Source: an optimization exercise on an open RTL-to-GDS flow (aim: small area, a short achievable clock period and few clock cycles). Production flows keep margins and buffers that such runs may drop. Function was checked by simulation only, so behaviour that the tests miss may differ from the original. No activity file was given, so power comes from the tool's default toggle rates.

File: design/flow/design.v
module VSCPU (clk, rst, data_fromRAM, wrEn, addr_toRAM, data_toRAM);
input clk, rst;
input [31:0] data_fromRAM;
output wrEn;
output [13:0] addr_toRAM;
output [31:0] data_toRAM;
localparam [2:0] OP_ADD = 3'd0, OP_NAND = 3'd1, OP_SRL = 3'd2, OP_LT = 3'd3,
                 OP_CP = 3'd4, OP_MUL = 3'd5, OP_BZJ = 3'd6, OP_CPI = 3'd7;
localparam [3:0] S_START = 4'd0, S_RB = 4'd1, S_W1 = 4'd2, S_EX = 4'd3,
                 S_BZ1 = 4'd4, S_BZ2 = 4'd5, S_WAITF = 4'd6, S_MUL = 4'd7,
                 S_RST = 4'd8, S_SRL = 4'd9;
reg [3:0]  st;
reg [13:0] PC;
reg [31:0] IW;        
reg [31:0] R1;        
reg [31:0] D;         
reg [13:0] AO;        
reg        WE;
reg [13:0] lwa;       
reg        lwv;
reg        conflict;  
reg        latchR1;
reg        xselD;
reg        mlast;
reg        bprev;     
assign wrEn = WE & ~rst;
assign addr_toRAM = AO;
assign data_toRAM = D;
wire [2:0]  d_op = data_fromRAM[31:29];
wire        d_im = data_fromRAM[28];
wire [13:0] d_A  = data_fromRAM[27:14];
wire [13:0] d_B  = data_fromRAM[13:0];
wire        hitA = lwv & (d_A == lwa);
wire        hitB = lwv & (d_B == lwa);
wire [13:0] PC1  = PC + 14'd1;
wire        d_cp = (d_op == OP_CP);
wire        d_readB = ~d_im & ~hitB & ~d_cp;
wire        d_readX = d_cp ? (~d_im & ~hitB) : (d_readB | ~hitA);
wire [2:0]  op = IW[31:29];
wire        mul = (st == S_MUL);
wire [31:0] X = xselD ? D : data_fromRAM;
wire [31:0] Y = R1;
wire        is_lt = (op == OP_LT);
wire        b_one = R1[0] ^ bprev;
wire        b_two = (R1[1] & ~R1[0] & ~bprev) | (~R1[1] & R1[0] & bprev);
wire        b_neg = R1[1] & ~(R1[0] & bprev);
wire [31:0] b_sel = b_two ? {IW[30:0], 1'b0} : (b_one ? IW : 32'd0);
wire [31:0] Qb = mul ? b_sel : R1;
wire        inv = mul ? b_neg : is_lt;
wire [31:0] Q = inv ? ~Qb : Qb;
wire        cin = mul ? b_neg : (is_lt | IW[13]);
wire [32:0] sum = {1'b0, X} + {1'b0, Q} + {32'd0, cin};
reg  [31:0] res;
always @* begin
    case (op)
        OP_ADD:  res = sum[31:0];
        OP_NAND: res = ~(X & Y);
        OP_SRL:  res = (Y[31:5] != 27'd0) ? 32'd0 : X;    
        OP_LT:   res = {31'd0, ~sum[32]};
        OP_CP:   res = IW[28] ? Y : X;
        OP_MUL:  res = 32'd0;
        default: res = Y;
    endcase
end
wire [13:0] waddr = (op == OP_CPI) ? X[13:0] : IW[27:14];
function [1:0] mclass(input [31:0] v);
    if (v[31:7] == 25'd0 || v[31:7] == {25{1'b1}}) mclass = 2'd0;
    else if (v[31:15] == 17'd0 || v[31:15] == {17{1'b1}}) mclass = 2'd1;
    else if (v[31:23] == 9'd0 || v[31:23] == {9{1'b1}}) mclass = 2'd2;
    else mclass = 2'd3;
endfunction
wire       swap = mclass(X) < mclass(Y);
wire       lastX = (X[31:1] == 31'd0) | (X[31:1] == {31{1'b1}});
wire       lastY = (Y[31:1] == 31'd0) | (Y[31:1] == {31{1'b1}});
wire [31:0] mstep = sum[31:0];
wire        mnext_last = (R1[31:3] == 29'd0) | (R1[31:3] == {29{1'b1}});
wire [13:0] d_tgt = d_im ? (PC + d_B) : d_A;
wire bz_pred = 0;
always @(posedge clk) begin
    WE <= 1'b0;
    case (st)
    S_START: begin
        if (conflict) begin
            AO <= PC;
            conflict <= 1'b0;
            st <= S_WAITF;
        end else begin
            IW <= data_fromRAM;
            if (d_op == OP_BZJ) begin
                R1[13:0] <= d_tgt;
                if (hitB) begin
                    AO <= (D == 32'd0) ? d_tgt : PC1;
                    PC <= (D == 32'd0) ? d_tgt : PC1;
                    st <= S_WAITF;
                end else begin
                    AO <= d_B;
                    st <= S_BZ1;
                end
            end else begin
                R1 <= d_im ? {18'd0, d_B} : D;
                xselD <= ~d_readX;
                latchR1 <= d_readB;
                if (d_readB) begin
                    AO <= d_B;
                    st <= S_RB;
                end else if (d_readX) begin
                    AO <= d_cp ? d_B : d_A;
                    st <= S_W1;
                end else begin
                    if (d_op != OP_MUL) begin
                        AO <= PC1;
                        PC <= PC1;
                    end
                    st <= S_EX;
                end
            end
        end
    end
    S_RB: begin
        AO <= IW[27:14];
        st <= S_W1;
    end
    S_W1: begin
        if (latchR1) R1 <= data_fromRAM;
        if (op != OP_MUL) begin
            AO <= PC1;
            PC <= PC1;
        end
        st <= S_EX;
    end
    S_EX: begin
        if (op == OP_MUL) begin
            IW <= swap ? Y : X;
            R1 <= swap ? X : Y;
            D <= res;
            xselD <= 1'b1;
            bprev <= 1'b0;
            lwa <= IW[27:14];
            lwv <= 1'b0;
            mlast <= swap ? lastX : lastY;
            if (swap ? lastX : lastY) begin
                AO <= PC1;
                PC <= PC1;
            end
            st <= S_MUL;
        end else if (op == OP_SRL && Y[31:5] == 27'd0 && Y[4:0] != 5'd0) begin
            D <= X;
            lwa <= IW[27:14];
            lwv <= 1'b0;
            mlast <= (Y[4:0] == 5'd1);
            if (Y[4:0] == 5'd1) AO <= PC;
            st <= S_SRL;
        end else begin
            D <= res;
            AO <= waddr;
            WE <= 1'b1;
            lwa <= waddr;
            lwv <= 1'b1;
            conflict <= (waddr == PC);
            st <= S_START;
        end
    end
    S_MUL: begin
        D <= mstep;
        IW <= IW << 2;
        R1 <= {R1[31], R1[31], R1[31:2]};
        bprev <= R1[1];
        if (mlast) begin
            AO <= lwa;
            WE <= 1'b1;
            lwv <= 1'b1;
            conflict <= (lwa == PC);
            st <= S_START;
        end else if (mnext_last) begin
            AO <= PC1;
            PC <= PC1;
            mlast <= 1'b1;
        end
    end
    S_SRL: begin
        D <= {1'b0, D[31:1]};
        R1[4:0] <= R1[4:0] - 5'd1;
        if (mlast) begin
            AO <= lwa;
            WE <= 1'b1;
            lwv <= 1'b1;
            conflict <= (lwa == PC);
            st <= S_START;
        end else if (R1[4:0] == 5'd2) begin
            AO <= PC;
            mlast <= 1'b1;
        end
    end
    S_BZ1: begin
        AO <= bz_pred ? R1[13:0] : PC1;
        PC <= bz_pred ? R1[13:0] : PC1;
        if (bz_pred) R1[13:0] <= PC1;
        st <= S_BZ2;
    end
    S_BZ2: begin
        if ((data_fromRAM == 32'd0) == bz_pred) begin
            st <= S_START;
        end else begin
            AO <= R1[13:0];
            PC <= R1[13:0];
            st <= S_WAITF;
        end
    end
    S_RST: begin
        AO <= 14'd0;
        PC <= 14'd0;
        lwv <= 1'b0;
        conflict <= 1'b0;
        st <= S_WAITF;
    end
    default: begin  
        st <= S_START;
    end
    endcase
    if (rst) begin
        st <= S_RST;
        WE <= 1'b0;
    end
end
endmodule
File: design/flow/flow/run.sh
#!/bin/bash
set -euo pipefail
bash standard.sh synth > synth.log 2>&1
bash standard.sh SETUP_SLACK_MARGIN=8 "BUFFER_PORTS_ARGS=-buffer_cell sky130_fd_sc_hd__buf_1" finish > layout.log 2>&1
File: design/flow/standard.sh
#!/bin/bash
# synth_recipe.tcl (not shown) runs the flow's synth.tcl, then flattens the netlist and writes it again
# the make line also repeats each setting of config.mk as NAME=value (left out here)
make -C /OpenROAD-flow-scripts/flow DESIGN_CONFIG=/design/flow/config.mk WORK_HOME=/design/flow/orfs CLKGATE_MAP_FILE= SYNTH_SCRIPT=/design/flow/synth_recipe.tcl "${@:-finish}"
File: design/flow/config.mk
export PLATFORM = sky130hd
export DESIGN_NAME = VSCPU
export DESIGN_NICKNAME = VSCPU
export VERILOG_FILES = /design/flow/design.v
export SDC_FILE = /design/flow/constraint.sdc
export NUM_CORES = 4
export LEC_CHECK = 0
export CAP_MARGIN = 10
export CORE_MARGIN = 2
export CORE_UTILIZATION = 40
export CTS_BUF_LIST = sky130_fd_sc_hd__clkbuf_8
export CTS_CLUSTER_DIAMETER = 80
export CTS_CLUSTER_SIZE = 20
export SETUP_SLACK_MARGIN = 0.3
export SLEW_MARGIN = 10
File: design/flow/constraint.sdc
create_clock -name core_clock -period 14.0 [get_ports {clk}]
set_input_delay 2.8000 -clock core_clock [delete_from_list [all_inputs] [get_ports {clk}]]
set_output_delay 2.8000 -clock core_clock [all_outputs]
set_load 0.01 [all_outputs]
==> flow_summary.yaml, run 1 <==
layout:
  final_area_um2: 17200
  post-route-util_pct: 44.2
  drive_gt1_share_pct: 10.1
  final.fill_count: 3954
  fin_nets: 2071
  area_growth_syn_to_layout_pct: 8.53
  fin_cells: 2514
floorplan:
  die-area_um2: 41300
  die_w_um: 203
  core_region_area_um2: 38900
  start_util_pct: 40.7
  fp-row-count: 72
  fp.dieH_um: 203
  io-pin-count: 81
worst_setup_path:
  critPathKind: "in2reg"
  cp_max_fo: 6
  path_buf_inv: 1
  cp_slowest_cell: "nor3_1"
  start_kind: "primary input"
  crit_required_ns: 14.24
  arrival_ns: 6.23
  slowest_delay_ns: 0.69
  crit_path_cell_trace: "buf_1 -> ha_1 -> a211oi_1 -> o211ai_1 -> a41oi_1 -> o21ai_0 -> and4_1 -> nor3_1 -> a211o_1 -> a31oi_1"
  cp-end-kind: "flip-flop"
  critical-path-top-delay-family: "compound AO/OA/AOI/OAI gates"
placed_design:
  dp_slack_ns: 7.15
  placed_area_um2: 16600
  post-place-cells: 2468
  gp_congestion: 1.10
  port_buffers: 80
  hpwl_um: 57200
clocking:
  cts_tree: "built"
  numCtsBuffers: 17
  clk_pin_slew_worst_paths_ns: 0.11
  cts_sinks: 149
  clk_latency_ns: 0.53
  htreeDepth: 4
  cts.path.max_buffers: 2
  cts_root_buf: "clkbuf_8"
hold_path:
  hp-class: "reg2reg"
sta:
  fmax_mhz: 167
  slew_headroom_pct: 19.1
  maxSlewViolCount: 0
  worstMarginPinSlew_ns: 1.21
  rsz0062_at_grt: "true"
  finalCritPeriodShare_pct: 42.8
  setup_tns_ns: 0
  hold_viol_final: 0
  hold_slack_ns: 0.677
  period_minus_slack_ns: 5.99
  fin_ws_ns: 8.01
  clock-skew-final_ns: 0.0265
  final-setup-viol-count: 0
grt:
  grt_max_degree: 81
  grt_pass1_wl_um: 118000
  overflow: 0
  gr-usage-all-layers_pct: 39.2
  grt_antenna_before_repair: 7
  grt_pass1_vias: 16927
logic_synthesis:
  synth.top_cell.area_share_pct: 27.3
  ys_seq_elements: 149
  synth_top_area_cell: "edfxtp_1"
  synthCells: 1990
  ys_seq_area_share_pct: 27.9
  synth-main-ff-cell: "edfxtp_1"
  synth_edf_count: 144
  yosys_warnings: 1
  synth.distinct_cells: 80
  synth.most_common_cell: "a21oi_1"
  yosys-top-cells-area: "edfxtp_1 (27%), a21oi_1 (6.9%), xnor2_1 (5.7%)"
  async_flop_share_pct: 0
  synth_nets: 2078
  synth_common_cells: "a21oi_1 (218), nand2_1 (210), o21ai_0 (169)"
  synth_area_um2: 15900
  avgSynthCellArea_um2: 7.97
power_and_ir_drop:
  p_sw_share_pct: 52.4
  comb_power_share_pct: 58.3
  p_int_mw: 1.48
  power_mw: 3.10
  p_leak_nw: 6.07
  switchingPower_mw: 1.63
  power_frac_clock_pct: 13.0
  power_frac_seq_pct: 28.7
  p_per_area_nw_per_um2: 180
  ir_worst_vdd_mv: 0.0781
drt:
  postRouteAntennaNets: 0
  drt_iter0_drc: 3338
  via_per_inst: 7.31
  wl_per_cell_um: 32.7
  num_vias: 18367
  drc: 0
  drt-total-wl_um: 82300
  first_pass_iters: 10
run:
  drv_cap: 0
status:
  outcome: "complete, no violations"
## layout make-up
type	count	area [um2]	share of cell area (%)
Antenna cell	1	2.50	0.0145
Multi-Input combinational cell	1606	10600	61.5
Sequential cell	149	4430	25.7
Clock inverter	14	188	1.09
Clock buffer	17	234	1.36
Tap cell	518	648	3.77
Timing Repair Buffer	155	915	5.31
Inverter	54	203	1.18
## routing by layer
metal | vias to the layer above | GRT usage, % | share of wire [%]
met5 | - | 0 | 0.043
met3 | 419 | 11.7 | 14
met4 | 6 | 26.9 | 8.6
li1 | 7594 | - | -
met2 | 1760 | 57.1 | 41
met1 | 8588 | 49.8 | 36
## worst paths after layout
path                         from      to  slack [ns]  depth (start not counted)
setup / recovery  data_fromRAM[1]  AO[13]        8.01                         10
hold / removal              IW[2]   IW[4]        0.68                          2
setup reg to reg            st[3]   D[28]        8.22                         18
hold reg to reg             IW[2]   IW[4]        0.68                          2
## cells by family after synthesis
family,count (synthesis),synth area share (%)
adders and majority gates,54,4.40
xor gates and xnor gates,124,6.85
and+or+nand+nor,590,17.6
AOI/OAI and AO/OA,731,30.1
buffers and inverters,235,6.06
DFF,149,27.9
muxes,107,7.15
## power by group through the flow
stage | registers (mW) | logic, mW | clock network (mW)
global placement | 0.876 | 1.69 | 0
finish | 0.889 | 1.81 | 0.404
global route | 0.891 | 1.91 | 0.416
detailed placement | 0.877 | 1.69 | 0
floorplan | 0.746 | 1.22 | 0
CTS | 0.868 | 1.72 | 0.396
## state kept, by name, indices dropped and copies added, names as in the netlist, 4 cells and up
name	count
D	32
IW	32
R1	32
AO	14
PC	14
lwa	14
st	4
## worst register-to-register path, delay by kind of cell, from the launching register on
family / cells / cell delay, ns
XOR/XNOR: 2 / 0.33
adder cells (fa/ha/maj): 2 / 0.71
AO/OA/AOI/OAI: 8 / 2.17
flip-flops: 1 / 0.51
AND/OR/NAND/NOR: 3 / 1.15
buffers and inverters: 3 / 0.66
## what timing repair did
item                                    CTS  global route
hold buffers                              0             0
pin swaps                                 3             2
setup buffers                            12             2
resized for setup                        15            24
endpoints found under the setup margin   42            45
## cells in the final DEF, fill, tap and decap left out, types with 8 or more instances in the layout
master,Yosys,final
a21o_1,18,18
a31oi_1,17,17
xnor2_1,103,103
nand3_1,68,67
and3_1,10,10
o21a_1,9,9
nand2_1,210,210
a211oi_1,23,22
ha_1,51,51
a21oi_1,218,218
nor2_1,126,119
clkbuf_8,2,17
and2_1,10,10
buf_1,11,70
a221o_1,8,8
o22ai_1,11,10
a221oi_1,48,48
inv_1,54,51
nand2b_1,12,12
o21ai_0,169,166
o221ai_1,23,23
or2_2,9,9
or3_1,13,13
mux2i_1,75,73
xor2_1,21,21
buf_4,6,71
a222oi_1,43,43
edfxtp_1,144,144
mux2_2,30,30
nor2b_1,14,13
nor3_1,29,29
nor4_1,33,32
nand4_1,30,30
o211ai_1,19,19
a22oi_1,47,47
Testbench counts, summed over its fixed seeds: cycles 214,860.
==> inputs of run 2 (changes only) <==
==> design/flow/flow/run.sh (replaced) <==
#!/bin/bash
set -euo pipefail
bash standard.sh synth > synth.log 2>&1
bash standard.sh SETUP_SLACK_MARGIN=8 "BUFFER_PORTS_ARGS=-buffer_cell sky130_fd_sc_hd__buf_2" finish > layout.log 2>&1
--- a/design/flow/config.mk
+++ b/design/flow/config.mk
@@ -6,5 +6,5 @@
 export NUM_CORES = 4
 export LEC_CHECK = 0
-export CAP_MARGIN = 10
+export CAP_MARGIN = 20
 export CORE_MARGIN = 2
 export CORE_UTILIZATION = 40
@@ -13,3 +13,3 @@
 export CTS_CLUSTER_SIZE = 20
 export SETUP_SLACK_MARGIN = 0.3
-export SLEW_MARGIN = 10
+export SLEW_MARGIN = 20
==> run 2 against run 1 <==
Compared with the run above: still clean on timing, DRC and antenna; wire length hardly changed; design area is 0.18% lower; via count is 2.4% lower; combinational power hardly changed; clock skew is 0.0026 ns lower; count of clock-buffer cells in the layout stayed put; worst hold slack worse by 0.014 ns; register-to-register slack hardly changed; critical path depth is 5 higher; synthesized cell count stayed put; final cell count is 0.40% lower; die area stayed put; critical endpoint is now D[28].
==> flow_summary.yaml, run 2 <==
grt:
  met2_usage_pct: 58.1
  overflow: 0
  gr-usage-all-layers_pct: 39.4
  met1_usage_pct: 50.4
  grt_pass1_vias: 16743
  grt_max_degree: 56
  busiest_layer: "met2"
  grt_antenna_before_repair: 3
  grtUsageMet3_pct: 9.87
  grt_pass1_wl_um: 119000
drt:
  drt-total-wl_um: 82200
  wl_per_cell_um: 32.8
  postRouteAntennaNets: 0
  drt_iter0_drc: 3247
  drc: 0
  first_pass_iters: 8
  via_per_inst: 7.16
  num_vias: 17923
layout:
  layout_commonest_cell: "a21oi_1"
  fin_cells: 2504
  fin_nets: 2060
  post-route-util_pct: 44.1
  drive_gt1_share_pct: 12.9
  area_growth_syn_to_layout_pct: 8.33
  final_cell_mix: "a21oi_1 (218), nand2_1 (210), o21ai_0 (166)"
  top_regs: "D: 32 flops, IW: 32 flops, R1: 32 flops"
  final_area_um2: 17200
hold_path:
  min-delay-start: "IW[2]"
  hp-class: "reg2reg"
worst_setup_path:
  critPathMostFrequentCell: "inv_1"
  cp_max_fo: 7
  crit_start: "data_fromRAM[0]"
  r2r_slack_ns: 8.22
  start_kind: "primary input"
  critical-path-top-delay-family: "compound AO/OA/AOI/OAI gates"
  crit_required_ns: 14.30
  cp_slowest_cell: "fa_1"
  path_buf_inv: 4
  reg2reg_from: "st[3]"
  cp-end-kind: "flip-flop"
  slowest_delay_ns: 0.46
  worstReg2RegEnd: "D[28]"
  cp.depth: 15
  critPathKind: "in2reg"
  crit_path_cell_trace: "buf_2 -> inv_2 -> o21ai_1 -> inv_1 -> fa_2 -> inv_1 -> fa_1 -> a21o_1 -> a311o_1 -> a2111o_1 -> a211o_1 -> a31o_2 -> a21oi_2 -> xnor2_1 -> a221o_1"
  rr_worst_depth: 17
  arrival_ns: 6.26
  cp-endpoint: "D[28]"
power_and_ir_drop:
  ir_worst_vdd_mv: 0.0749
  p_leak_nw: 6.20
  power_mw: 3.09
  p_per_area_nw_per_um2: 180
floorplan:
  fp-row-count: 72
  core_region_area_um2: 38900
  start_util_pct: 40.7
  io-pin-count: 81
  die_w_um: 203
  die-area_um2: 41300
  fp.dieH_um: 203
sta:
  slew_headroom_pct: 25.0
  fin_ws_ns: 8.04
  period_minus_slack_ns: 5.96
  maxSlewViolCount: 0
  setup_tns_ns: 0
  finalCritPeriodShare_pct: 42.6
  rsz0062_at_grt: "true"
  final-setup-viol-count: 0
  hold_slack_ns: 0.663
  hold_viol_final: 0
  clock-skew-final_ns: 0.0238
  worstMarginPinSlew_ns: 1.12
  fmax_mhz: 168
clocking:
  clk_latency_ns: 0.54
  cts_tree: "built"
  numCtsBuffers: 17
  clk_pin_slew_worst_paths_ns: 0.11
  cts_sinks: 149
  cts-hold-fix-buffers: 0
  cts.path.max_buffers: 2
  cts_root_buf: "clkbuf_8"
  htreeDepth: 4
logic_synthesis:
  avgSynthCellArea_um2: 7.97
  ys_seq_area_share_pct: 27.9
  synth-main-ff-cell: "edfxtp_1"
  synth_top_area_cell: "edfxtp_1"
  async_flop_share_pct: 0
  synth_edf_count: 144
  yosys-top-cells-area: "edfxtp_1 (27%), a21oi_1 (6.9%), xnor2_1 (5.7%)"
  synthCells: 1990
  ys_seq_elements: 149
  synth_area_um2: 15900
  synth.most_common_cell: "a21oi_1"
  yosys_warnings: 1
  synth_common_cells: "a21oi_1 (218), nand2_1 (210), o21ai_0 (169)"
  synth.top_cell.area_share_pct: 27.3
  synth_nets: 2078
  synth.distinct_cells: 80
placed_design:
  post-place-cells: 2453
  dp_slack_ns: 7.38
  hpwl_um: 58400
  gp_congestion: 1.03
  port_buffers: 80
  placed_area_um2: 16600
status:
  outcome: "complete, no violations"
run:
  drv_cap: 0
## run 2: cell types whose count changed in the layout (fill, tap and decap cells not counted), moves of 2 or more
cell	delta
clkinvlp_4	+2
clkbuf_2	-6
clkinv_4	-2
buf_12	-2
inv_6	+4
buf_1	-70
buf_2	+76
o21ai_1	+3
o21ai_2	-3
inv_2	-2
buf_4	-9
## run 2: timing repair
item                       4_1_cts  5_1_grt
buffers inserted                12        6
pin swaps                        3        2
resized for setup                6       10
setup endpoints to repair        4       40
## run 2: how the worst min path moves through the flow
stage                        end  depth (start not counted)
after floorplan           IW[12]                          2
after CTS                  IW[4]                          2
final                      IW[4]                          2
after global routing       IW[4]                          2
after detailed placement   IW[4]                          2
after global placement     IW[4]                          2
## run 2: kinds of logic after synthesis
logic type,count (synthesis),synth area share (%)
buffers and inverters,235,6.06
AND/OR/NAND/NOR,590,17.6
XOR/XNOR,124,6.85
multiplexers,107,7.15
AO/OA/AOI/OAI,731,30.1
adder cells (fa/ha/maj),54,4.40
flip-flops,149,27.9
## run 2: metal layers
metal / wire length [um] / vias to the layer above
met5: 25 / -
met4: 6480 / 4
met3: 10600 / 316
met2: 34700 / 1483
met1: 30400 / 8533
li1: - / 7587
## run 2: power breakdown
part	internal [mW]	switching [mW]	total (mW)
clock	0.177	0.216	0.394
sequential	0.662	0.240	0.902
combinational	0.628	1.17	1.80
total	1.47	1.62	3.09
## run 2: cell type report
cell class	instances	area, um2
Timing Repair Buffer	144	895
Clock inverter	15	179
Antenna cell	1	2.50
Sequential cell	149	4430
Clock buffer	17	234
Multi-Input combinational cell	1606	10600
Fill cell	3987	21700
Inverter	54	206
Tap cell	518	648
## run 2: worst min-delay path: cells and delay by family, from the launching register on
family | cells | cell delay [ns]
AOI/OAI and AO/OA | 2 | 0.16
DFF | 1 | 0.39
==> inputs of run 3 (changes only) <==
--- a/design/flow/design.v
+++ b/design/flow/design.v
@@ -15,5 +15,5 @@
 reg [31:0] R1;        
 reg [31:0] D;         
-reg [13:0] AO;        
+reg [1:0]  asel;      
 reg        WE;
 reg [13:0] lwa;       
@@ -25,5 +25,7 @@
 reg        bprev;     
 assign wrEn = WE & ~rst;
-assign addr_toRAM = AO;
+localparam [1:0] A_PC = 2'd0, A_B = 2'd1, A_A = 2'd2, A_LW = 2'd3;
+assign addr_toRAM = (asel == A_B) ? IW[13:0] : (asel == A_A) ? IW[27:14] :
+                    (asel == A_LW) ? lwa : PC;
 assign data_toRAM = D;
 wire [2:0]  d_op = data_fromRAM[31:29];
@@ -82,5 +84,5 @@
     S_START: begin
         if (conflict) begin
-            AO <= PC;
+            asel <= A_PC;
             conflict <= 1'b0;
             st <= S_WAITF;
@@ -90,9 +92,9 @@
                 R1[13:0] <= d_tgt;
                 if (hitB) begin
-                    AO <= (D == 32'd0) ? d_tgt : PC1;
+                    asel <= A_PC;
                     PC <= (D == 32'd0) ? d_tgt : PC1;
                     st <= S_WAITF;
                 end else begin
-                    AO <= d_B;
+                    asel <= A_B;
                     st <= S_BZ1;
                 end
@@ -102,12 +104,12 @@
                 latchR1 <= d_readB;
                 if (d_readB) begin
-                    AO <= d_B;
+                    asel <= A_B;
                     st <= S_RB;
                 end else if (d_readX) begin
-                    AO <= d_cp ? d_B : d_A;
+                    asel <= d_cp ? A_B : A_A;
                     st <= S_W1;
                 end else begin
                     if (d_op != OP_MUL) begin
-                        AO <= PC1;
+                        asel <= A_PC;
                         PC <= PC1;
                     end
@@ -118,5 +120,5 @@
     end
     S_RB: begin
-        AO <= IW[27:14];
+        asel <= A_A;
         st <= S_W1;
     end
@@ -124,5 +126,5 @@
         if (latchR1) R1 <= data_fromRAM;
         if (op != OP_MUL) begin
-            AO <= PC1;
+            asel <= A_PC;
             PC <= PC1;
         end
@@ -140,5 +142,5 @@
             mlast <= swap ? lastX : lastY;
             if (swap ? lastX : lastY) begin
-                AO <= PC1;
+                asel <= A_PC;
                 PC <= PC1;
             end
@@ -149,9 +151,9 @@
             lwv <= 1'b0;
             mlast <= (Y[4:0] == 5'd1);
-            if (Y[4:0] == 5'd1) AO <= PC;
+            if (Y[4:0] == 5'd1) asel <= A_PC;
             st <= S_SRL;
         end else begin
             D <= res;
-            AO <= waddr;
+            asel <= A_LW;
             WE <= 1'b1;
             lwa <= waddr;
@@ -167,5 +169,5 @@
         bprev <= R1[1];
         if (mlast) begin
-            AO <= lwa;
+            asel <= A_LW;
             WE <= 1'b1;
             lwv <= 1'b1;
@@ -173,5 +175,5 @@
             st <= S_START;
         end else if (mnext_last) begin
-            AO <= PC1;
+            asel <= A_PC;
             PC <= PC1;
             mlast <= 1'b1;
@@ -182,5 +184,5 @@
         R1[4:0] <= R1[4:0] - 5'd1;
         if (mlast) begin
-            AO <= lwa;
+            asel <= A_LW;
             WE <= 1'b1;
             lwv <= 1'b1;
@@ -188,10 +190,10 @@
             st <= S_START;
         end else if (R1[4:0] == 5'd2) begin
-            AO <= PC;
+            asel <= A_PC;
             mlast <= 1'b1;
         end
     end
     S_BZ1: begin
-        AO <= bz_pred ? R1[13:0] : PC1;
+        asel <= A_PC;
         PC <= bz_pred ? R1[13:0] : PC1;
         if (bz_pred) R1[13:0] <= PC1;
@@ -202,5 +204,5 @@
             st <= S_START;
         end else begin
-            AO <= R1[13:0];
+            asel <= A_PC;
             PC <= R1[13:0];
             st <= S_WAITF;
@@ -208,5 +210,5 @@
     end
     S_RST: begin
-        AO <= 14'd0;
+        asel <= A_PC;
         PC <= 14'd0;
         lwv <= 1'b0;
==> run 3 against run 2 <==
Compared with the run above: worst hold slack got worse by 0.012 ns; count of clock-buffer cells in the layout unchanged; first-iteration DRC count is 22% lower; sequential cell count is 12 lower; area after synthesis shrank 12%; wire length decreased by 25%; synthesized cell count down 18%; still clean; sequential share of layout area grew 1.1 points; clock skew grew 0.0081 ns; combinational power shrank 39%.
==> flow_summary.yaml, run 3 <==
power_and_ir_drop:
  p_leak_nw: 5.70
  power_frac_clock_pct: 17.2
  p_per_area_nw_per_um2: 144
  p_int_mw: 1.17
  ir_worst_vdd_mv: 0.0613
  switchingPower_mw: 1.00
  power_frac_seq_pct: 32.8
  comb_power_share_pct: 50.0
  p_sw_share_pct: 46.2
logic_synthesis:
  synth_common_cells: "nand2_1 (171), o21ai_0 (139), edfxtp_1 (132)"
  synth_top_area_cell: "edfxtp_1"
  async_flop_share_pct: 0
  synth.distinct_cells: 81
  synth_edf_count: 132
  synth_nets: 1717
  yosys-top-cells-area: "edfxtp_1 (28%), xnor2_1 (5.5%), o21ai_0 (5.0%)"
  synth.top_cell.area_share_pct: 28.5
  avgSynthCellArea_um2: 8.55
  synth_area_um2: 13900
  synthCells: 1630
  yosys_warnings: 1
  ys_seq_area_share_pct: 29.2
  synth-main-ff-cell: "edfxtp_1"
  ys_seq_elements: 137
  synth.most_common_cell: "nand2_1"
run:
  drv_cap: 0
grt:
  grt_pass1_vias: 13725
  met1_usage_pct: 46.1
  gr-usage-all-layers_pct: 33.7
  overflow: 0
  grt_pass1_wl_um: 91300
  grt_antenna_before_repair: 1
  met2_usage_pct: 51.3
  grt_max_degree: 83
  grtUsageMet3_pct: 6.85
  busiest_layer: "met2"
placed_design:
  hpwl_um: 44100
  gp_congestion: 0.989
  port_buffers: 80
drt:
  first_pass_iters: 12
  wl_per_cell_um: 29.4
  drc: 0
  drt-total-wl_um: 62000
  via_per_inst: 6.98
  drt_iter0_drc: 2525
  postRouteAntennaNets: 0
  num_vias: 14744
worst_setup_path:
  rr_worst_depth: 15
  crit_start: "rst"
  reg2reg_from: "st[0]"
  crit_required_ns: 11.20
  cp-end-kind: "output pin"
  arrival_ns: 3.17
  start_kind: "primary input"
  cp_max_fo: 6
  critPathKind: "in2out"
sta:
  final-setup-viol-count: 0
  hold_viol_final: 0
  setup_tns_ns: 0
  maxSlewViolCount: 0
  finalCritPeriodShare_pct: 42.6
  period_minus_slack_ns: 5.97
  rsz0062_at_grt: "false"
  clock-skew-final_ns: 0.0319
  slew_headroom_pct: 23.1
  fmax_mhz: 167
  worstMarginPinSlew_ns: 1.14
clocking:
  cts.path.max_buffers: 2
  clk_pin_slew_worst_paths_ns: 0.10
  cts_root_buf: "clkbuf_8"
  numCtsBuffers: 17
  cts_sinks: 137
  clk_latency_ns: 0.51
  cts-hold-fix-buffers: 0
  htreeDepth: 4
  cts_tree: "built"
hold_path:
  hold_depth: 2
  hp-class: "reg2reg"
  min-delay-start: "D[27]"
layout:
  final.fill_count: 3472
  multi_input_area_um2: 9300
  seqCellArea_um2: 4070
  top_regs: "D: 32 flops, IW: 32 flops, R1: 32 flops"
  post-route-util_pct: 43.9
  layout_commonest_cell: "nand2_1"
  final_cell_mix: "nand2_1 (171), o21ai_0 (139), edfxtp_1 (132)"
  fin_nets: 1729
  area_growth_syn_to_layout_pct: 8.50
  drive_gt1_share_pct: 13.8
status:
  outcome: "complete, no violations"
floorplan:
  die_w_um: 191
  die-area_um2: 36300
  fp.dieH_um: 191
  fp-row-count: 68
  start_util_pct: 40.4
  io-pin-count: 81
  core_region_area_um2: 34500
==> run 3: per-stage QoR <==
step           hold slack [ns]  instance area [um2]  instances  total power [mW]  setup slack (ns)
6_report                 0.652                15100       2112              2.17              8.03
5_1_grt                  0.706                15100       2110              2.28              8.01
4_1_cts                  0.645                15100       2109              2.13              8.03
3_5_place_dp             0.628                14700       2077              1.76              7.62
3_3_place_gp             0.621                14700       2077              1.75              7.65
2_1_floorplan            0.598                13900       1630              1.41              8.01
==> run 3: final cells by class <==
type / count / share of cell area [%]
inverter: 35 / 0.869
multi-input combinational: 1341 / 61.6
clock inverter: 15 / 1.18
tap: 455 / 3.77
antenna: 2 / 0.0331
timing repair buffer: 110 / 4.16
sequential: 137 / 26.9
clock buffer: 17 / 1.55
==> run 3: critical path, cell delays in order <==
cell	delay, ns
buf_2	0.13
nor2b_1	0.10
buf_2	0.13
==> run 3: what timing repair did <==
action,4_1_cts,5_1_grt
resized for setup,1,5
endpoints found under the setup margin,1,6
setup buffers,0,1
==> run 3: kinds of logic after synthesis <==
family	count (synthesis)	share of synthesized area [%]
DFF	137	29.2
xor gates and xnor gates	122	7.67
adders and majority gates	53	4.92
AOI/OAI and AO/OA	523	25.0
buffers and inverters	152	4.66
muxes	121	10.5
and+or+nand+nor	522	18.0
==> run 3: path summary, 6_finish.rpt <==
path / to / slack [ns]
worst max register to register: D[0] / 8.41
worst max-delay path: wrEn / 8.03
worst min register to register: R1[27] / 0.65
worst min-delay path: R1[27] / 0.65
==> run 3: routing by layer <==
metal | wire, um | vias up
li1 | - | 6289
met1 | 24600 | 7090
met2 | 26400 | 1173
met3 | 7930 | 192
met4 | 3070 | 0
met5 | 0 | -
==> run 3: power groups by stage <==
| stage | combinational [mW] | sequential [mW] | clock (mW) |
|---|---|---|---|
| global route | 1.17 | 0.718 | 0.388 |
| finish | 1.09 | 0.712 | 0.373 |
| CTS | 1.05 | 0.704 | 0.373 |
| detailed placement | 1.05 | 0.713 | 0 |
| global placement | 1.04 | 0.714 | 0 |
| floorplan | 0.788 | 0.624 | 0 |
Testbench counts of run 3, summed over its fixed seeds: cycles 214,860.
==> inputs of run 4 (changes only) <==
--- a/design/flow/design.v
+++ b/design/flow/design.v
@@ -19,5 +19,4 @@
 reg [13:0] lwa;       
 reg        lwv;
-reg        conflict;  
 reg        latchR1;
 reg        xselD;
@@ -83,7 +82,6 @@
     case (st)
     S_START: begin
-        if (conflict) begin
-            asel <= A_PC;
-            conflict <= 1'b0;
+        if (WE && lwa == PC) begin
+            asel <= A_PC;
             st <= S_WAITF;
         end else begin
@@ -159,5 +157,4 @@
             lwa <= waddr;
             lwv <= 1'b1;
-            conflict <= (waddr == PC);
             st <= S_START;
         end
@@ -172,5 +169,4 @@
             WE <= 1'b1;
             lwv <= 1'b1;
-            conflict <= (lwa == PC);
             st <= S_START;
         end else if (mnext_last) begin
@@ -187,5 +183,4 @@
             WE <= 1'b1;
             lwv <= 1'b1;
-            conflict <= (lwa == PC);
             st <= S_START;
         end else if (R1[4:0] == 5'd2) begin
@@ -213,5 +208,4 @@
         PC <= 14'd0;
         lwv <= 1'b0;
-        conflict <= 1'b0;
         st <= S_WAITF;
     end
==> run 4 against run 3 <==
Compared with the run above: sequential cell count fell by 1; sequential share of layout area fell by 1.5 points; clock skew fell by 0.0078 ns.
==> flow_summary.yaml, run 4 <==
sta:
  worstMarginPinSlew_ns: 1.14
  fmax_mhz: 166
  clock-skew-final_ns: 0.0241
  period_minus_slack_ns: 6.01
  rsz0062_at_grt: "true"
  hold_viol_final: 0
  slew_headroom_pct: 24.0
  finalCritPeriodShare_pct: 43.0
  setup_tns_ns: 0
  maxSlewViolCount: 0
  final-setup-viol-count: 0
layout:
  drive_gt1_share_pct: 13.9
  top_regs: "D: 32 flops, IW: 32 flops, R1: 32 flops"
  final.fill_count: 3571
  post-route-util_pct: 44.6
  fin_nets: 1919
  final_cell_mix: "a21oi_1 (212), nand2_1 (196), nor2_1 (163)"
  insertedDiodeCount: 0
  layout_commonest_cell: "a21oi_1"
  fin_cells: 2305
  area_growth_syn_to_layout_pct: 9.74
logic_synthesis:
  ys_seq_area_share_pct: 27.8
  synth.distinct_cells: 77
  async_flop_share_pct: 0
  synth.top_cell.area_share_pct: 27.1
  yosys_warnings: 1
  synth-main-ff-cell: "edfxtp_1"
  ys_seq_elements: 136
  synth_area_um2: 14500
  synth_edf_count: 131
  synth.most_common_cell: "a21oi_1"
  synth_top_area_cell: "edfxtp_1"
  yosys-top-cells-area: "edfxtp_1 (27%), a21oi_1 (7.5%), xnor2_1 (5.6%)"
  synth_common_cells: "a21oi_1 (216), nand2_1 (197), nor2_1 (169)"
  synthCells: 1830
  avgSynthCellArea_um2: 7.92
  synth_nets: 1917
floorplan:
  fp.dieH_um: 194
  io-pin-count: 81
  start_util_pct: 40.7
  die_w_um: 194
  fp-row-count: 69
  core_region_area_um2: 35700
  die-area_um2: 37800
worst_setup_path:
  cp-endpoint: "D[30]"
  r2r_slack_ns: 8.17
  worstReg2RegEnd: "D[30]"
  cp-end-kind: "flip-flop"
  start_kind: "primary input"
  crit_start: "data_fromRAM[0]"
  crit_required_ns: 14.24
  cp_max_fo: 7
  critPathKind: "in2reg"
  rr_worst_depth: 21
  arrival_ns: 6.25
  reg2reg_from: "st[0]"
power_and_ir_drop:
  ir_worst_vdd_mv: 0.0584
  p_int_mw: 1.16
  p_leak_nw: 5.77
  power_frac_clock_pct: 17.5
  p_sw_share_pct: 46.2
  switchingPower_mw: 1.00
  comb_power_share_pct: 50.3
  p_per_area_nw_per_um2: 136
  power_frac_seq_pct: 32.2
  power_mw: 2.16
clocking:
  cts.path.max_buffers: 2
  htreeDepth: 4
  clk_pin_slew_worst_paths_ns: 0.09
  cts-hold-fix-buffers: 0
  clk_latency_ns: 0.50
  cts_sinks: 136
  cts_root_buf: "clkbuf_8"
  cts_tree: "built"
  numCtsBuffers: 17
drt:
  drt-total-wl_um: 68300
  first_pass_iters: 23
  wl_per_cell_um: 29.6
  postRouteAntennaNets: 0
  drt_iter0_drc: 2445
  num_vias: 16035
  via_per_inst: 6.96
  drc: 0
placed_design:
  port_buffers: 80
  post-place-cells: 2263
  gp_congestion: 1.03
  hpwl_um: 48500
hold_path:
  hp-class: "reg2reg"
status:
  outcome: "complete, no violations"
grt:
  gr-usage-all-layers_pct: 35.3
  grt_pass1_vias: 15038
  grt_antenna_before_repair: 0
  grt_max_degree: 71
  grt_pass1_wl_um: 99600
  overflow: 0
run:
  drv_cap: 0
[run 4: metrics by stage]
stage               hold WS, ns  instance area [um2]  setup WS (ns)
floorplan                 0.585                14500           7.84
global placement          0.715                15300           6.91
detailed placement        0.734                15300           6.81
CTS                       0.751                15800           8.01
global route              0.793                15900           7.85
finish                    0.753                15900           7.99
[run 4: timing repair]
| item | CTS | global route |
|---|---|---|
| gates resized for setup | 8 | 15 |
| pin swaps | 4 | 2 |
| gates cloned | 2 | 1 |
| setup buffers | 7 | 1 |
| endpoints found under the setup margin | 49 | 50 |
[run 4: power by group through the flow]
stage	logic (mW)	registers (mW)	clock network, mW
6_report	1.09	0.696	0.379
5_1_grt	1.17	0.699	0.393
4_1_cts	1.05	0.686	0.381
3_5_place_dp	1.04	0.695	0
3_3_place_gp	1.02	0.697	0
2_1_floorplan	0.781	0.598	0
[run 4: worst max-delay path, stage by stage]
cell      delay [ns]
buf_2           0.19
mux2_2          0.26
inv_1           0.14
fa_1            0.47
fa_1            0.48
nand2b_1        0.21
a21oi_2         0.23
o21ai_2         0.14
a311oi_2        0.21
buf_4           0.17
o31a_1          0.17
o21a_2          0.22
a311o_1         0.18
nand3_1         0.06
a221o_1         0.31
[run 4: layer usage]
metal | vias up | GRT usage (%) | share of wire, % | routed length (um)
met5 | - | 0 | 0 | 0
met4 | 0 | 19.5 | 6.0 | 4110
met3 | 243 | 8.10 | 13 | 8970
met2 | 1281 | 52.6 | 42 | 29000
met1 | 7618 | 47.3 | 38 | 26300
li1 | 6893 | - | - | -
[run 4: worst min path at each step]
stage                    to  depth (start not counted)  startpoint
detailed placement  lwa[12]                          3      IW[26]
CTS                 lwa[12]                          3      IW[26]
floorplan            lwa[0]                          2      IW[14]
global route        lwa[12]                          3      IW[26]
global placement     R1[30]                          2       D[30]
finish              lwa[12]                          3      IW[26]
[run 4: final cells by class]
cell class	count	area [um2]	area share [%]
multi-input cells	1506	9880	62.1
flip-flops and latches	136	4040	25.4
repair buffers	132	843	5.30
well taps	461	577	3.63
clock buffers	17	234	1.47
clock inverters	14	185	1.16
inverters	39	146	0.920
[run 4: kinds of logic (layout without fill, tap and decap cells)]
| group | after synthesis | count (layout) | share of synthesized area [%] |
|---|---|---|---|
| AOI/OAI and AO/OA | 637 | 639 | 27.4 |
| and+or+nand+nor | 593 | 593 | 18.8 |
| buffers and inverters | 190 | 202 | 5.21 |
| DFF | 136 | 136 | 27.8 |
| xor gates and xnor gates | 112 | 112 | 6.77 |
| muxes | 109 | 109 | 9.23 |
| adders and majority gates | 53 | 53 | 4.73 |
Testbench counts of run 4, summed over its fixed seeds: cycles 214,860.
==> inputs of run 5 (changes only) <==
--- a/design/flow/design.v
+++ b/design/flow/design.v
@@ -19,4 +19,5 @@
 reg [13:0] lwa;       
 reg        lwv;
+reg        conflict;  
 reg        latchR1;
 reg        xselD;
@@ -65,11 +66,7 @@
 end
 wire [13:0] waddr = (op == OP_CPI) ? X[13:0] : IW[27:14];
-function [1:0] mclass(input [31:0] v);
-    if (v[31:7] == 25'd0 || v[31:7] == {25{1'b1}}) mclass = 2'd0;
-    else if (v[31:15] == 17'd0 || v[31:15] == {17{1'b1}}) mclass = 2'd1;
-    else if (v[31:23] == 9'd0 || v[31:23] == {9{1'b1}}) mclass = 2'd2;
-    else mclass = 2'd3;
-endfunction
-wire       swap = mclass(X) < mclass(Y);
+wire       smallX = (X[31:7] == 25'd0) | (X[31:7] == {25{1'b1}});
+wire       smallY = (Y[31:7] == 25'd0) | (Y[31:7] == {25{1'b1}});
+wire       swap = smallX & ~smallY;
 wire       lastX = (X[31:1] == 31'd0) | (X[31:1] == {31{1'b1}});
 wire       lastY = (Y[31:1] == 31'd0) | (Y[31:1] == {31{1'b1}});
@@ -82,6 +79,7 @@
     case (st)
     S_START: begin
-        if (WE && lwa == PC) begin
-            asel <= A_PC;
+        if (conflict) begin
+            asel <= A_PC;
+            conflict <= 1'b0;
             st <= S_WAITF;
         end else begin
@@ -157,4 +155,5 @@
             lwa <= waddr;
             lwv <= 1'b1;
+            conflict <= (waddr == PC);
             st <= S_START;
         end
@@ -169,4 +168,5 @@
             WE <= 1'b1;
             lwv <= 1'b1;
+            conflict <= (lwa == PC);
             st <= S_START;
         end else if (mnext_last) begin
@@ -183,4 +183,5 @@
             WE <= 1'b1;
             lwv <= 1'b1;
+            conflict <= (lwa == PC);
             st <= S_START;
         end else if (R1[4:0] == 5'd2) begin
@@ -208,4 +209,5 @@
         PC <= 14'd0;
         lwv <= 1'b0;
+        conflict <= 1'b0;
         st <= S_WAITF;
     end
==> run 5 against run 4 <==
Compared with the run above: still clean on timing, DRC and antenna; count of clock-buffer cells in the layout is 1 higher; via count is 8.1% lower; clock skew hardly changed; design area is 4.5% lower; largest cell class unchanged.
==> flow_summary.yaml, run 5 <==
status:
  outcome: "complete, no violations"
drt:
  wl_per_cell_um: 30.0
  drt_iter0_drc: 2447
  drc: 0
  postRouteAntennaNets: 0
  first_pass_iters: 9
  via_per_inst: 6.94
  drt-total-wl_um: 63700
  num_vias: 14731
worst_setup_path:
  slowest_delay_ns: 0.50
  arrival_ns: 6.28
  cp-end-kind: "flip-flop"
  cp_slowest_cell: "mux2i_1"
  crit_path_cell_trace: "buf_2 -> mux2i_1 -> inv_1 -> ha_1 -> o21a_1 -> o31a_1 -> o32ai_1 -> o311ai_2 -> a211oi_1 -> nor2_1 -> a221oi_1 -> xor2_1 -> o21ai_1"
  crit_required_ns: 14.25
  cp_max_fo: 7
  start_kind: "primary input"
  critical-path-top-delay-family: "compound AO/OA/AOI/OAI gates"
  critPathKind: "in2reg"
  path_buf_inv: 2
sta:
  fmax_mhz: 166
  clock-skew-final_ns: 0.0246
  fin_ws_ns: 7.98
  period_minus_slack_ns: 6.02
  setup_tns_ns: 0
  slew_headroom_pct: 34.3
  worstMarginPinSlew_ns: 0.982
  maxSlewViolCount: 0
  finalCritPeriodShare_pct: 43.0
  rsz0062_at_grt: "true"
  final-setup-viol-count: 0
  hold_viol_final: 0
layout:
  area_growth_syn_to_layout_pct: 9.65
  drive_gt1_share_pct: 14.9
  post-route-util_pct: 44.3
  fin_cells: 2122
  final_cell_mix: "a21oi_1 (178), nand2_1 (172), edfxtp_1 (132)"
  insertedDiodeCount: 0
  top_regs: "D: 32 flops, IW: 32 flops, R1: 32 flops"
  layout_commonest_cell: "a21oi_1"
  fin_nets: 1741
grt:
  grt_antenna_before_repair: 1
  grt_pass1_wl_um: 92600
  grt_max_degree: 75
  grt_pass1_vias: 13885
  overflow: 0
  gr-usage-all-layers_pct: 34.7
floorplan:
  fp-row-count: 68
  io-pin-count: 81
  die-area_um2: 36100
  fp.dieH_um: 190
  die_w_um: 190
  start_util_pct: 40.4
  core_region_area_um2: 34300
power_and_ir_drop:
  p_per_area_nw_per_um2: 181
  p_leak_nw: 5.56
  ir_worst_vdd_mv: 0.0811
placed_design:
  hpwl_um: 45500
  gp_congestion: 1.01
  port_buffers: 80
  dp_slack_ns: 6.18
  post-place-cells: 2082
clocking:
  cts.path.max_buffers: 2
  clk_latency_ns: 0.50
  cts_sinks: 137
  htreeDepth: 4
  cts_tree: "built"
  cts_root_buf: "clkbuf_8"
  clk_pin_slew_worst_paths_ns: 0.10
  numCtsBuffers: 17
logic_synthesis:
  ys_seq_elements: 137
  synth-main-ff-cell: "edfxtp_1"
  async_flop_share_pct: 0
  synth_top_area_cell: "edfxtp_1"
  synth.distinct_cells: 68
  synth_edf_count: 132
  synthCells: 1646
  avgSynthCellArea_um2: 8.42
  synth_area_um2: 13900
  synth_common_cells: "a21oi_1 (179), nand2_1 (172), edfxtp_1 (132)"
  synth.most_common_cell: "a21oi_1"
  ys_seq_area_share_pct: 29.3
  yosys_warnings: 1
  synth_nets: 1733
  synth.top_cell.area_share_pct: 28.6
  yosys-top-cells-area: "edfxtp_1 (29%), a21oi_1 (6.5%), xnor2_1 (6.1%)"
run:
  drv_cap: 0
hold_path:
  hp-class: "reg2reg"
==> run 5: worst paths after layout <==
check	start	endpoint	slack [ns]	cells past startpoint
setup / recovery	data_fromRAM[2]	D[29]	7.98	13
hold / removal	D[25]	R1[25]	0.68	2
setup reg to reg	st[2]	D[29]	8.12	17
hold reg to reg	D[25]	R1[25]	0.68	2
==> run 5: layer usage <==
layer	track usage [%]	vias up	wire length [um]
li1	-	6289	-
met2	53.1	1184	27700
met5	0.137	-	13
met1	45.5	7042	24300
met3	8.39	214	8140
met4	18.3	2	3570
==> run 5: layout make-up <==
class	count	area [um2]
well taps	455	569
multi-input cells	1338	9260
clock inverters	14	159
inverters	36	139
clock buffers	18	248
fillers	3479	19100
flip-flops and latches	137	4060
repair buffers	124	753
==> run 5: timing repair <==
action	4_1_cts	5_1_grt
resized for setup	11	7
setup buffers	3	5
hold buffers	0	0
setup endpoints to repair	73	37
pin swaps	5	3
==> run 5: cell families (layout without fill, tap and decap cells) <==
family / Yosys count / in the layout / synth area share [%]
and+or+nand+nor: 492 / 492 / 16.7
adders and majority gates: 53 / 53 / 4.95
xor gates and xnor gates: 126 / 126 / 7.96
DFF: 137 / 137 / 29.3
muxes: 120 / 120 / 10.5
AOI/OAI and AO/OA: 547 / 547 / 25.7
buffers and inverters: 171 / 192 / 4.86
==> run 5: worst min-delay path, stage by stage (launching register included) <==
cell and delay [ns]:
edfxtp_1 0.45, nand2_1 0.07, nand2_1 0.06
==> run 5: per-stage QoR <==
stage	power (mW)	hold WS, ns	area [um2]
final	2.76	0.684	15200
after detailed placement	2.31	0.649	14600
after CTS	2.69	0.674	15100
after global routing	2.89	0.715	15200
after floorplan	1.80	0.600	13900
after global placement	2.29	0.653	14600
==> run 5: power by group <==
part           switching (mW)  internal, mW  leakage [nW]
logic                   0.937         0.627          4.06
clock network           0.180         0.180         0.217
registers               0.235         0.598          1.28
Testbench counts of run 5, summed over its fixed seeds: cycles 215,167.
==> inputs of run 6 (changes only) <==
--- a/design/flow/design.v
+++ b/design/flow/design.v
@@ -66,7 +66,11 @@
 end
 wire [13:0] waddr = (op == OP_CPI) ? X[13:0] : IW[27:14];
-wire       smallX = (X[31:7] == 25'd0) | (X[31:7] == {25{1'b1}});
-wire       smallY = (Y[31:7] == 25'd0) | (Y[31:7] == {25{1'b1}});
-wire       swap = smallX & ~smallY;
+function [1:0] mclass(input [31:0] v);
+    if (v[31:7] == 25'd0 || v[31:7] == {25{1'b1}}) mclass = 2'd0;
+    else if (v[31:15] == 17'd0 || v[31:15] == {17{1'b1}}) mclass = 2'd1;
+    else if (v[31:23] == 9'd0 || v[31:23] == {9{1'b1}}) mclass = 2'd2;
+    else mclass = 2'd3;
+endfunction
+wire       swap = mclass(X) < mclass(Y);
 wire       lastX = (X[31:1] == 31'd0) | (X[31:1] == {31{1'b1}});
 wire       lastY = (Y[31:1] == 31'd0) | (Y[31:1] == {31{1'b1}});
@@ -74,5 +78,5 @@
 wire        mnext_last = (R1[31:3] == 29'd0) | (R1[31:3] == {29{1'b1}});
 wire [13:0] d_tgt = d_im ? (PC + d_B) : d_A;
-wire bz_pred = 0;
+reg         bz_pred;   
 always @(posedge clk) begin
     WE <= 1'b0;
@@ -146,6 +150,6 @@
             lwa <= IW[27:14];
             lwv <= 1'b0;
-            mlast <= (Y[4:0] == 5'd1);
-            if (Y[4:0] == 5'd1) asel <= A_PC;
+            mlast <= (Y[4:0] == 5'd1 || Y[4:0] == 5'd4);
+            if (Y[4:0] == 5'd1 || Y[4:0] == 5'd4) asel <= A_PC;
             st <= S_SRL;
         end else begin
@@ -177,6 +181,11 @@
     end
     S_SRL: begin
-        D <= {1'b0, D[31:1]};
-        R1[4:0] <= R1[4:0] - 5'd1;
+        if (R1[4:2] != 3'd0) begin
+            D <= {4'd0, D[31:4]};
+            R1[4:0] <= R1[4:0] - 5'd4;
+        end else begin
+            D <= {1'b0, D[31:1]};
+            R1[4:0] <= R1[4:0] - 5'd1;
+        end
         if (mlast) begin
             asel <= A_LW;
@@ -185,5 +194,5 @@
             conflict <= (lwa == PC);
             st <= S_START;
-        end else if (R1[4:0] == 5'd2) begin
+        end else if (R1[4:0] == 5'd2 || R1[4:0] == 5'd5 || R1[4:0] == 5'd8) begin
             asel <= A_PC;
             mlast <= 1'b1;
@@ -197,4 +206,5 @@
     end
     S_BZ2: begin
+        bz_pred <= (data_fromRAM == 32'd0);
         if ((data_fromRAM == 32'd0) == bz_pred) begin
             st <= S_START;
@@ -206,4 +216,5 @@
     end
     S_RST: begin
+        bz_pred <= 1'b0;
         asel <= A_PC;
         PC <= 14'd0;
==> run 6 against run 5 <==
Compared with the run above: global-route usage shrank 0.19 points; non-clock buffer count shrank 6; sequential cell count grew 1; clock power grew 13%; count of clock-buffer cells in the layout shrank 1; clock skew is essentially flat; wire length grew 8.2%; synthesized cell count grew 11%; critical path type is now in2out; highest routed layer unchanged.
==> flow_summary.yaml, run 6 <==
sta:
  finalCritPeriodShare_pct: 42.4
  period_minus_slack_ns: 5.94
  rsz0062_at_grt: "true"
  worstMarginPinSlew_ns: 1.06
  hold_viol_final: 0
  fmax_mhz: 168
  clock-skew-final_ns: 0.0241
  maxSlewViolCount: 0
  final-setup-viol-count: 0
  slew_headroom_pct: 29.2
  setup_tns_ns: 0
grt:
  grt_pass1_wl_um: 101000
  grt_antenna_before_repair: 1
  grt_pass1_vias: 15143
  gr-usage-all-layers_pct: 34.6
  overflow: 0
  grt_max_degree: 71
logic_synthesis:
  yosys-top-cells-area: "edfxtp_1 (26%), mux2i_1 (8.4%), a21oi_1 (7.3%)"
  avgSynthCellArea_um2: 8.35
  ys_seq_elements: 138
  synth.most_common_cell: "a21oi_1"
  synth_edf_count: 133
  ys_seq_area_share_pct: 26.8
  synth_area_um2: 15300
  async_flop_share_pct: 0
  synth-main-ff-cell: "edfxtp_1"
  synth.distinct_cells: 86
  synth_top_area_cell: "edfxtp_1"
  synth_nets: 1918
  yosys_warnings: 1
  synthCells: 1826
  synth.top_cell.area_share_pct: 26.2
  synth_common_cells: "a21oi_1 (223), nor2_1 (150), nand2_1 (134)"
power_and_ir_drop:
  p_leak_nw: 5.88
  ir_worst_vdd_mv: 0.0838
  p_sw_share_pct: 47.9
  power_frac_seq_pct: 30.5
  comb_power_share_pct: 53.3
  p_per_area_nw_per_um2: 152
  switchingPower_mw: 1.20
  power_frac_clock_pct: 16.2
  p_int_mw: 1.31
worst_setup_path:
  crit_required_ns: 11.20
  reg2reg_from: "st[3]"
  cp_slowest_cell: "buf_2"
  start_kind: "primary input"
  crit_start: "rst"
  cp-end-kind: "output pin"
  crit_path_cell_trace: "buf_6 -> nor2b_1 -> buf_2"
  cp_max_fo: 6
  arrival_ns: 3.14
  cp-endpoint: "wrEn"
  critPathKind: "in2out"
  rr_worst_depth: 19
  slowest_delay_ns: 0.13
  worstReg2RegEnd: "D[20]"
  r2r_slack_ns: 8.26
floorplan:
  io-pin-count: 81
  start_util_pct: 40.6
  die_w_um: 199
  core_region_area_um2: 37600
  fp-row-count: 71
  die-area_um2: 39700
  fp.dieH_um: 199
drt:
  drc: 0
  wl_per_cell_um: 29.5
  first_pass_iters: 6
  postRouteAntennaNets: 0
  via_per_inst: 7.00
  drt-total-wl_um: 68900
  num_vias: 16347
  drt_iter0_drc: 2515
run:
  drv_cap: 0
clocking:
  cts_root_buf: "clkbuf_8"
  clk_latency_ns: 0.52
  post_cts_buffers: 0
  cts-hold-fix-buffers: 0
  cts_tree: "built"
  cts_sinks: 138
  cts.path.max_buffers: 2
  numCtsBuffers: 17
  htreeDepth: 4
  clk_pin_slew_worst_paths_ns: 0.08
layout:
  drive_gt1_share_pct: 13.2
  fin_nets: 1902
  layout_commonest_cell: "a21oi_1"
  final_cell_mix: "a21oi_1 (221), nor2_1 (150), edfxtp_1 (133)"
  top_regs: "D: 32 flops, IW: 32 flops, R1: 32 flops"
  area_growth_syn_to_layout_pct: 8.06
  post-route-util_pct: 43.9
placed_design:
  hpwl_um: 48900
  gp_congestion: 1.02
  port_buffers: 80
hold_path:
  hp-class: "reg2reg"
status:
  outcome: "complete, no violations"
-- run 6: cell count changes in the layout (fill, tap and decap cells not counted), moves of 28 or more --
cell and change:
mux2i_1 +59, nor2_1 +52, a21oi_1 +43, nand2_1 -40, o22ai_1 +33, a22oi_1 -32, o21ai_1 -28
-- run 6: cell families after synthesis --
kind of cell | Yosys count | synth area share (%)
AOI/OAI and AO/OA | 592 | 24.8
xor gates and xnor gates | 123 | 7.06
adders and majority gates | 58 | 4.90
muxes | 182 | 13.7
DFF | 138 | 26.8
and+or+nand+nor | 540 | 17.3
buffers and inverters | 193 | 5.36
-- run 6: routing by layer --
| layer | track usage (%) | up-vias | wire [um] |
|---|---|---|---|
| met4 | 18.7 | 2 | 4090 |
| met2 | 50.4 | 1293 | 28800 |
| met3 | 8.03 | 234 | 8740 |
| li1 | - | 6923 | - |
| met1 | 47.1 | 7895 | 27300 |
| met5 | 0 | - | 13 |
-- run 6: metrics by stage --
stage | instances | worst slack (ns) | hold WS [ns] | total power, mW | instance area, um2
2_1_floorplan | 1826 | 8.22 | 0.619 | 1.63 | 15300
3_3_place_gp | 2300 | 7.62 | 0.726 | 2.04 | 16000
3_5_place_dp | 2300 | 7.58 | 0.737 | 2.05 | 16000
4_1_cts | 2332 | 8.01 | 0.768 | 2.45 | 16400
5_1_grt | 2334 | 7.89 | 0.780 | 2.62 | 16500
6_report | 2335 | 8.06 | 0.746 | 2.51 | 16500
-- run 6: what timing repair did --
| action | 4_1_cts | 5_1_grt |
|---|---|---|
| setup endpoints to repair | 3 | 32 |
| resized for setup | 1 | 8 |
| endpoints found under the hold margin | 0 | 0 |
-- run 6: power by group through the flow --
stage / sequential, mW / clock [mW] / combinational, mW
detailed placement: 0.762 / 0 / 1.28
floorplan: 0.630 / 0 / 0.996
global route: 0.770 / 0.417 / 1.44
CTS: 0.752 / 0.402 / 1.29
finish: 0.766 / 0.406 / 1.34
global placement: 0.761 / 0 / 1.28
-- run 6: how the worst min path moves through the flow --
stage                     cells after the start  slack, ns    from  endpoint
after floorplan                               2       0.62  IW[25]   lwa[11]
after global placement                        2       0.73   IW[3]     IW[5]
after detailed placement                      2       0.74   IW[3]     IW[5]
after CTS                                     2       0.77   IW[8]    IW[10]
after global routing                          1       0.78   D[18]    R1[18]
final                                         1       0.75   st[1]   bz_pred
-- run 6: layout make-up --
type                            instances  area, um2
Fill cell                            3762      21100
Multi-Input combinational cell       1495      10400
Sequential cell                       138       4100
Timing Repair Buffer                  118        723
Tap cell                              511        639
Clock buffer                           17        234
Clock inverter                         15        208
Inverter                               40        150
Antenna cell                            1       2.50
-- run 6: worst max-delay path, delay by kind of cell --
family        cells  cell delay, ns
simple gates      1            0.10
buf+inv           2            0.24
Testbench counts of run 6, summed over its fixed seeds: cycles 210,153.

-- what the ideal ports hide --
How much do the figures lean on ideal ports? The routed layouts below were timed once more, with nothing changed but the port constraints. Step 1 assumes that a clkbuf_16 drives the clock port and a buf_2 every other input. Step 2, shift: input delay + t, output delay - t, t = (earliest + latest rising clock arrival at the registers) / 2. This alone moves slack from input paths to output paths. Three values: ideal, step 1, step 2; two values: the first two.
run	shift t [ns]	setup WS [ns]	hold WS [ns]	worst setup path after step 2	worst register clock-pin slew, ns
run 1	0.572	8.013 / 8.031 / 7.461	0.677 / 0.677 / 0.677	input to register	0.11 / 0.11
run 2	0.579	8.037 / 8.025 / 7.481	0.663 / 0.663 / 0.663	input to register	0.11 / 0.11
run 3	0.541	8.030 / 8.011 / 7.640	0.652 / 0.652 / 0.652	input to register	0.12 / 0.12
run 4	0.540	7.987 / 8.004 / 7.479	0.753 / 0.753 / 0.753	input to register	0.10 / 0.10
run 5	0.533	7.977 / 8.002 / 7.469	0.684 / 0.684 / 0.684	input to register	0.10 / 0.10
run 6	0.553	8.061 / 8.026 / 7.643	0.746 / 0.746 / 0.746	input to register	0.11 / 0.11
After both steps setup and hold are still met in every run listed. For run 2, which loses most, drivers alone change the setup slack by -0.012 ns; drivers and shift together by -0.556 ns.
